Source: an optimization exercise on an open RTL-to-GDS flow (aim: small area and a short achievable clock period). Production flows keep margins and buffers that such runs may drop.
Power is estimated from default activity; no workload was simulated.

==> flow/design.v (excerpt) <==
module fpu #(
    parameter WIDTH = 24
)(
    input   logic clk,
    input   wire logic [WIDTH - 1:0] a,
    input   wire logic [WIDTH - 1:0] b,
    input   wire logic [3:0]         opcode,
    output  logic [WIDTH - 1:0] result
);
Size in the first run: about 2100 cells after synthesis, about 77 I/O pins, about 18000 um^2 of cells after synthesis.
clock: 8.5 ns
lec_check: 0
cap_margin: 20
core_margin: 2
core_utilization: 40
setup_slack_margin: 5
slew_margin: 20
synth_hierarchical: 1
synth_minimum_keep_size: 0
run.sh (not shown) runs the stock make flow with config.mk's settings and CLKGATE_MAP_FILE= SYNTH_SCRIPT=/design/flow/synth_recipe.tcl, a recipe that flattens the netlist after the stock synthesis.
The first run went through all stages and came out clean.
Edit:
--- a/flow/design.v
+++ b/flow/design.v
@@ -1239,18 +1239,18 @@
     wire        mzero = ~ha1 || ~hb1 || (sum9 < 9'd128);
     wire        movf  = sum9 >= 9'd382;
     wire        meq   = sum9 == 9'd381;
     wire        msign = sa ^ sb;
     wire        is_pass = ~is_mul & ~is_as;
     wire [56:0] d2_mul  = {meq, movf, mzero, msign, e9[7:0], lo_co, r1[31:10], r0[31:10]};
     wire [56:0] d2_as   = {31'd0, ssign, maxe, sum};
-    wire [56:0] d2_pass = {33'd0, pass_r & {24{is_pass}}};
+    wire [23:0] d2_passn = ~(pass_r & {24{is_pass}});
     wire [56:0] d2_in;
     generate for (k = 0; k < 24; k = k + 1) begin : g_d2
-        fp_sel u_sel (.sa(is_as), .a(d2_as[k]), .sb(is_mul), .b(d2_mul[k]), .c(d2_pass[k]), .y(d2_in[k]));
+        fp_sel u_sel (.sa(is_as), .a(d2_as[k]), .sb(is_mul), .b(d2_mul[k]), .cn(d2_passn[k]), .y(d2_in[k]));
     end endgenerate
     assign d2_in[25:24] = is_mul ? d2_mul[25:24] : d2_as[25:24];
     assign d2_in[56:26] = d2_mul[56:26];
     logic        k_mul, k_as, k_sub;
     logic [56:0] d2;
     always_ff @(posedge clk) begin
         k_mul <= is_mul;
@@ -1278,19 +1278,24 @@
     wire [7:0]  pe0   = d2[52:45];
     wire [7:0]  pe1   = d2[52:45] + 8'd1;
     wire [7:0]  pe    = p[16] ? pe1 : pe0;
     wire [14:0] pm    = p[16] ? p[15:1] : p[14:0];
     wire        povf  = d2[55] | (d2[56] & p[16]);
     wire [23:0] mul_r = d2[54] ? 24'd0 : povf ? 24'h7f8000 : {d2[53], pe, pm};
     wire [23:0] as_r = k_sub ? sub_r : add_r;
-    wire [23:0] pass3 = d2[23:0] & {24{~k_mul & ~k_as}};
+    wire [23:0] pass3n = ~(d2[23:0] & {24{~k_mul & ~k_as}});
     wire [23:0] res_in;
     generate for (k = 0; k < 24; k = k + 1) begin : g_res
-        fp_sel u_sel (.sa(k_as), .a(as_r[k]), .sb(k_mul), .b(mul_r[k]), .c(pass3[k]), .y(res_in[k]));
+        fp_sel u_sel (.sa(k_as), .a(as_r[k]), .sb(k_mul), .b(mul_r[k]), .cn(pass3n[k]), .y(res_in[k]));
     end endgenerate
     always_ff @(posedge clk) begin
         result <= res_in;
     end
 endmodule
-module fp_sel (input wire sa, input wire a, input wire sb, input wire b, input wire c, output wire y);
-    assign y = (sa & a) | (sb & b) | c;
+module fp_sel (input wire sa, input wire a, input wire sb, input wire b, input wire cn, output wire y);
+    wire t;
+    fp_a22oi u_t (.a1(sa), .a2(a), .b1(sb), .b2(b), .y(t));
+    fp_nand  u_y (.a(t), .b(cn), .y(y));
+endmodule
+module fp_a22oi (input wire a1, input wire a2, input wire b1, input wire b2, output wire y);
+    assign y = ~((a1 & a2) | (b1 & b2));
 endmodule
Outcome:
- The changed run completed without violations
- total power goes down by about 0.5%
- routed wire length went up by 1.1%
- sequential cell count is unchanged
- die area grows by about 3%
- first-iteration DRC count is higher by about 7.5%
- cell area went down by 1.0%
- non-clock buffer count is lower by 35
- cell count is higher by 1.0%
- worst hold slack gets worse by 0.0045 ns
- global-route usage falls by 0.47 points
- fmax rises by about 2%
- clock skew went down by 0.011 ns
- setup slack is better by 0.067 ns
Function was not checked in any run of this note: the RTL went through the layout flow alone.

[re-timing with driven ports]
The results above use ideal ports. As a check the final layouts listed here were re-extracted and re-timed, cells and wires unchanged. Step 1, drivers: a clkbuf_16 drives clk and a buf_2 each remaining input, both assumed. Step 2 also shifts input and output timing later by t, the mid clock arrival at the registers, as if the neighbouring blocks saw the same clock. Three values: no drivers, after step 1, after step 2; two values: the first two.
run | t (ns) | setup slack, ns | worst setup path after step 2 | latest minus earliest clock arrival (ns) | cell pins on the clock port's net
the first run | 0.522 | 4.916 / 4.916 / 4.688 | input to register | 0.023 / 0.023 | 1
the second run | 0.524 | 4.983 / 4.983 / 4.634 | input to register | 0.011 / 0.011 | 1
After both steps setup and hold are still met in every run listed. For the second run, which loses most, drivers alone change the setup slack by 0.000 ns; drivers and shift together by -0.349 ns.
